Background: an optimization exercise with open tools, aiming at small area. Do not read the settings as production practice. Where RTL was checked, it was by simulation tests only, not by an equivalence proof against the original. No driver is modelled on the clock port, so clock power and skew are understated where the tree is cut down; a real chip needs a root buffer or a tree. No activity file was given, so power comes from the tool's default toggle rates.

==> module fdi_core, before the edit <==
module fdi_core
(
  input  wire         clk,
  input  wire         aresetn,
  input  wire [15:0]  tx_cfg_i,
  input  wire         dac_locked_i,
  input  wire         dac_valid_i,
  output wire         tx_flag_o,
  output wire         dac_rst_o,
  output wire [13:0]  dac_dat_a_o,
  output wire [13:0]  dac_dat_b_o,
  input  wire [13:0]  adc_dat_a_i,
  input  wire         adc_valid_i,
  output wire         daq_done_o,
  output wire [15:0]  bram_addr_o,
  output wire [15:0]  bram_wrdata_o,
  output wire         bram_we_o
);
  wire       rst   = ~aresetn;
  wire       srst  = tx_cfg_i[15];
  wire       en    = tx_cfg_i[14];
  wire [2:0] ord   = tx_cfg_i[13:11];
  wire [2:0] rep_i = tx_cfg_i[10:8];
  wire [7:0] sel   = tx_cfg_i[7:0];
  reg       en_last;
  reg       pos;
  reg       busy;
  reg       div_clk;
  reg [7:0] cnt;
  reg [2:0] rep_cnt;
  reg [12:0] p;
  wire match = (cnt == sel);
  always @(posedge clk) begin
    if (rst) begin
      cnt     <= 8'd1;
      div_clk <= 1'b0;
    end else begin
      cnt     <= match ? 8'd1 : cnt + 8'd1;
      div_clk <= match;
    end
  end
  reg tap;
  always @* begin
    case (ord)
      3'd0: tap = p[1];
      3'd1: tap = p[1];
      3'd2: tap = p[2] ^ p[3] ^ p[4];
      3'd3: tap = p[4];
      3'd4: tap = p[3];
      3'd5: tap = p[2];
      3'd6: tap = p[6] ^ p[8] ^ p[11];
      default: tap = p[9] ^ p[10] ^ p[12];
    endcase
  end
  wire fb = ~(p[0] ^ tap);
  wire [7:0] ins = 8'd1 << ord;                
  wire [12:0] p_shift = {1'b0, p[12:1]} | ({13{fb}} & {ins, 5'd0});
  wire zero  = (p == 13'd0);                   
  wire shift = pos & div_clk;
  wire last  = (rep_cnt == rep_i);
  wire wrap  = div_clk & busy & zero;          
  wire term  = wrap & last;                    
  always @(posedge clk) begin
    if (rst) begin
      en_last <= 1'b0;
      pos     <= 1'b0;
    end else begin
      en_last <= en;
      if (srst)
        pos <= 1'b0;
      else if (~en_last & en)
        pos <= 1'b1;
      else if (term)
        pos <= 1'b0;
    end
  end
  always @(posedge clk) begin
    if (rst | srst) begin
      busy    <= 1'b0;
      p       <= 13'd0;
      rep_cnt <= 3'd1;
    end else if (shift) begin
      busy <= ~term;
      p    <= p_shift;
      if (wrap)
        rep_cnt <= last ? 3'd1 : rep_cnt + 3'd1;
    end
  end
  assign tx_flag_o = busy;
  wire dac_ok = dac_locked_i & dac_valid_i;
  reg  dac_rst_r, dac_a_hi, busy_d;
  always @(posedge clk) begin
    dac_rst_r <= ~dac_ok;
    dac_a_hi  <= dac_ok & ~(busy & p[1]);
    busy_d    <= busy;
  end
  assign dac_rst_o   = dac_rst_r;
  assign dac_dat_a_o = {dac_a_hi, 1'b0, {12{~dac_rst_r & busy_d}}};
  assign dac_dat_b_o = {~dac_rst_r & ~busy_d, 1'b0, {12{~dac_rst_r}}};
  reg [13:0] adc_r;
  always @(posedge clk)
    adc_r <= adc_dat_a_i;
  reg        ntrig;
  reg [16:0] r;
  localparam [16:0] R_END = 17'h15402;    
  wire trig   = ~ntrig;
  wire done   = ntrig & r[0];
  wire done_r = ntrig & r[1];
  wire idle   = ntrig & ~r[0];
  wire r_end;
  always @(posedge clk) begin
    if (rst)
      ntrig <= 1'b1;
    else if (idle & tx_flag_o)
      ntrig <= 1'b0;
    else if (trig & r_end)
      ntrig <= 1'b1;
  end
  always @(posedge clk) begin
    if (rst)
      r[1:0] <= 2'd0;
    else if (ntrig)
      r[1:0] <= {r[0], r[0] & tx_flag_o};       
    else if (r_end)
      r[1:0] <= 2'b01;                           
    else
      r[1:0] <= {~r[0], ~(r[16] ^ r[13])};
    r[16:2] <= ntrig ? 15'd0 : ~r[15:1];
  end
  assign r_end = (r == R_END);
  reg [15:0] addr;
  reg [15:0] wdata;
  reg        we;
  always @(posedge clk) begin
    if (rst | idle)
      addr <= 16'd0;
    else if (adc_valid_i)
      addr <= addr + 16'd1;
  end
  always @(posedge clk) begin
    we    <= trig & adc_valid_i;
    wdata <= ~(trig & adc_valid_i) ? 16'd0 :
             tx_flag_o ? {{3{adc_r[13]}}, ~adc_r[12:0]} : 16'h7FFF;
  end
  assign daq_done_o    = done_r;
  assign bram_addr_o   = addr;
  assign bram_wrdata_o = wdata;
  assign bram_we_o     = we;
endmodule
clock: 8.0 ns
lec_check: 0
cap_margin: 0
core_margin: 2
core_utilization: 40
slew_margin: 0
standard.sh (not shown) runs the stock make flow with config.mk's settings and CLKGATE_MAP_FILE= SYNTH_SCRIPT=/design/flow/synth_recipe.tcl, a recipe that flattens the netlist after the stock synthesis.
==> flow/flow/run.sh <==
#!/bin/bash
# Layout flow: the standard synthesis, then an area-oriented re-mapping of
# the combinational logic between the unchanged flip-flops (same instances,
# names and cell type; the smallest of a few ABC scripts is kept), then the
# standard ORFS layout with the ports buffered by the smallest buffer and the
# clock tree rebuilt after CTS as two levels of inverters, a root inverter
# driving one inverter per cluster of flip-flops (flow/clocktree.tcl).
set -euo pipefail
WORK=$(pwd)
PLAT=$FLOW_HOME/platforms/sky130hd
LIB=$PLAT/lib/sky130_fd_sc_hd__tt_025C_1v80.lib
RES=$WORK/orfs/results/sky130hd/fdi_core/base
YOSYS=$(command -v yosys || echo "$FLOW_HOME/../tools/install/yosys/bin/yosys")

KNOBS=(
  BUFFER_PORTS_ARGS="-buffer_cell sky130_fd_sc_hd__buf_1"
  CTS_ARGS="-sink_clustering_enable -repair_clock_nets -dont_use_dummy_load"
  POST_CTS_TCL="$(pwd)/flow/clocktree.tcl"
  CLK_LEAVES=6
  CLK_LEAF_CELL=sky130_fd_sc_hd__inv_6
  CLK_ROOT_CELL=sky130_fd_sc_hd__inv_4
)

# 1. standard synthesis
bash standard.sh "${KNOBS[@]}" synth > make_synth.log 2>&1
cp "$RES/1_2_yosys.v" "$WORK/std_netlist.v"

# 2. re-map the combinational logic for area
DONT_USE=$(sed -n '/DONT_USE_CELLS += /,/^#/p' "$PLAT/config.mk" | grep -oE 'sky130_fd_sc_hd__[a-z0-9_]+' | sed 's/^/-dont_use /' | tr '\n' ' ')
best=""; best_area=""
for s in "$WORK"/flow/area*.abc; do
  n=$(basename "$s" .abc)
  cat > "$WORK/reopt_$n.ys" <<EOS
read_liberty -ignore_miss_func $LIB
blackbox sky130_fd_sc_hd__dfxtp_1
read_verilog $WORK/std_netlist.v
hierarchy -top $FLOW_TOP
flatten
opt -purge
abc -liberty $LIB $DONT_USE -script $s
read_liberty -lib -ignore_redef $LIB
opt_clean -purge
splitnets
opt_clean -purge
hilomap -singleton -hicell sky130_fd_sc_hd__conb_1 HI -locell sky130_fd_sc_hd__conb_1 LO
insbuf -buf sky130_fd_sc_hd__buf_4 A X
tee -o $WORK/reopt_$n.stat stat -liberty $LIB
check -assert -mapped
write_verilog -nohex -nodec $WORK/reopt_$n.v
EOS
  if "$YOSYS" -s "$WORK/reopt_$n.ys" > "yosys_reopt_$n.log" 2>&1; then
    a=$(grep -oE "Chip area for module .*: [0-9.]+" "$WORK/reopt_$n.stat" | grep -oE "[0-9.]+$")
    echo "$n $a" >> reopt_areas.log
    if [[ -z "$best" ]] || awk "BEGIN{exit !($a < $best_area)}"; then best=$n; best_area=$a; fi
  fi
done
echo "chosen $best $best_area" >> reopt_areas.log

# the flip-flops must be exactly those of the standard synthesis
diff <(grep -E '^\s*sky130_fd_sc_hd__df' "$WORK/std_netlist.v" | sort) \
     <(grep -E '^\s*sky130_fd_sc_hd__df' "$WORK/reopt_$best.v" | sort) > ff_diff.log

cp "$WORK/reopt_$best.v" "$RES/1_2_yosys.v"
rm -f "$RES/1_synth.odb"

# 3. layout
bash standard.sh "${KNOBS[@]}" finish > make_finish.log 2>&1
Other scripts of this flow, unchanged in this note and not shown: flow/flow/area1.abc, flow/flow/area2.abc, flow/flow/area3.abc, flow/flow/clocktree.tcl
Rerun with:
--- a/flow/design.v
+++ b/flow/design.v
@@ -101,34 +101,33 @@
   reg [13:0] adc_r;
   always @(posedge clk)
     adc_r <= adc_dat_a_i;
   reg        ntrig;
+  reg        done;
+  reg        done_r;
   reg [16:0] r;
   localparam [16:0] R_END = 17'h15402;    
-  wire trig   = ~ntrig;
-  wire done   = ntrig & r[0];
-  wire done_r = ntrig & r[1];
-  wire idle   = ntrig & ~r[0];
+  wire trig = ~ntrig;
+  wire idle = ntrig & ~done;
   wire r_end;
   always @(posedge clk) begin
-    if (rst)
-      ntrig <= 1'b1;
-    else if (idle & tx_flag_o)
-      ntrig <= 1'b0;
-    else if (trig & r_end)
-      ntrig <= 1'b1;
+    if (rst) begin
+      ntrig  <= 1'b1;
+      done   <= 1'b0;
+      done_r <= 1'b0;
+    end else begin
+      done_r <= done;
+      if (idle & tx_flag_o)
+        ntrig <= 1'b0;
+      else if (trig & r_end) begin
+        ntrig <= 1'b1;
+        done  <= 1'b1;
+      end else if (done & ~tx_flag_o)
+        done  <= 1'b0;
+    end
   end
-  always @(posedge clk) begin
-    if (rst)
-      r[1:0] <= 2'd0;
-    else if (ntrig)
-      r[1:0] <= {r[0], r[0] & tx_flag_o};       
-    else if (r_end)
-      r[1:0] <= 2'b01;                           
-    else
-      r[1:0] <= {~r[0], ~(r[16] ^ r[13])};
-    r[16:2] <= ntrig ? 15'd0 : ~r[15:1];
-  end
+  always @(posedge clk)
+    r <= ntrig ? 17'd0 : {~r[15:0], ~(r[16] ^ r[13])};
   assign r_end = (r == R_END);
   reg [15:0] addr;
   reg [15:0] wdata;
   reg        we;
The new run produced a clean layout.
Sequential power goes up by about 2%.
Routed wire length goes down by 1.9%.
Clock skew goes down by 0.012 ns.
Hold slack gains 0.0038 ns.
Combinational power goes down by about 4%.
Fmax goes up by 4.9%.
Synthesized area goes up by 0.66%.
First-iteration DRC count goes up by 16%.
Function not checked in the first run of this note: the RTL went through the layout flow alone. In every run of this note, the design's own scripts or RTL, not TritonCTS, make the clock network.

-- port drivers added, routing unchanged --
The results above use ideal ports. As a check the final layouts listed here were re-extracted and re-timed, cells and wires unchanged. Step 1: set_driving_cell puts a clkbuf_16 on clk and a buf_2 on each other input, an assumption about the parent block. Step 2 also shifts input and output timing later by t, the mid clock arrival at the registers, as if the neighbouring blocks saw the same clock. Three values: ideal ports, drivers, drivers and shift; two values: the first two.
| run | t, ns | setup slack, ns | cell pins on the clock port's net |
|---|---|---|---|
| the first run | 0.268 | 4.029 / 4.040 / 3.772 | 1 |
| the second run | 0.264 | 4.214 / 4.229 / 3.965 | 1 |
After both steps every run listed still meets setup and hold. The setup slack of the first run, which loses most, moves by +0.011 ns with the drivers and by -0.257 ns with both steps.
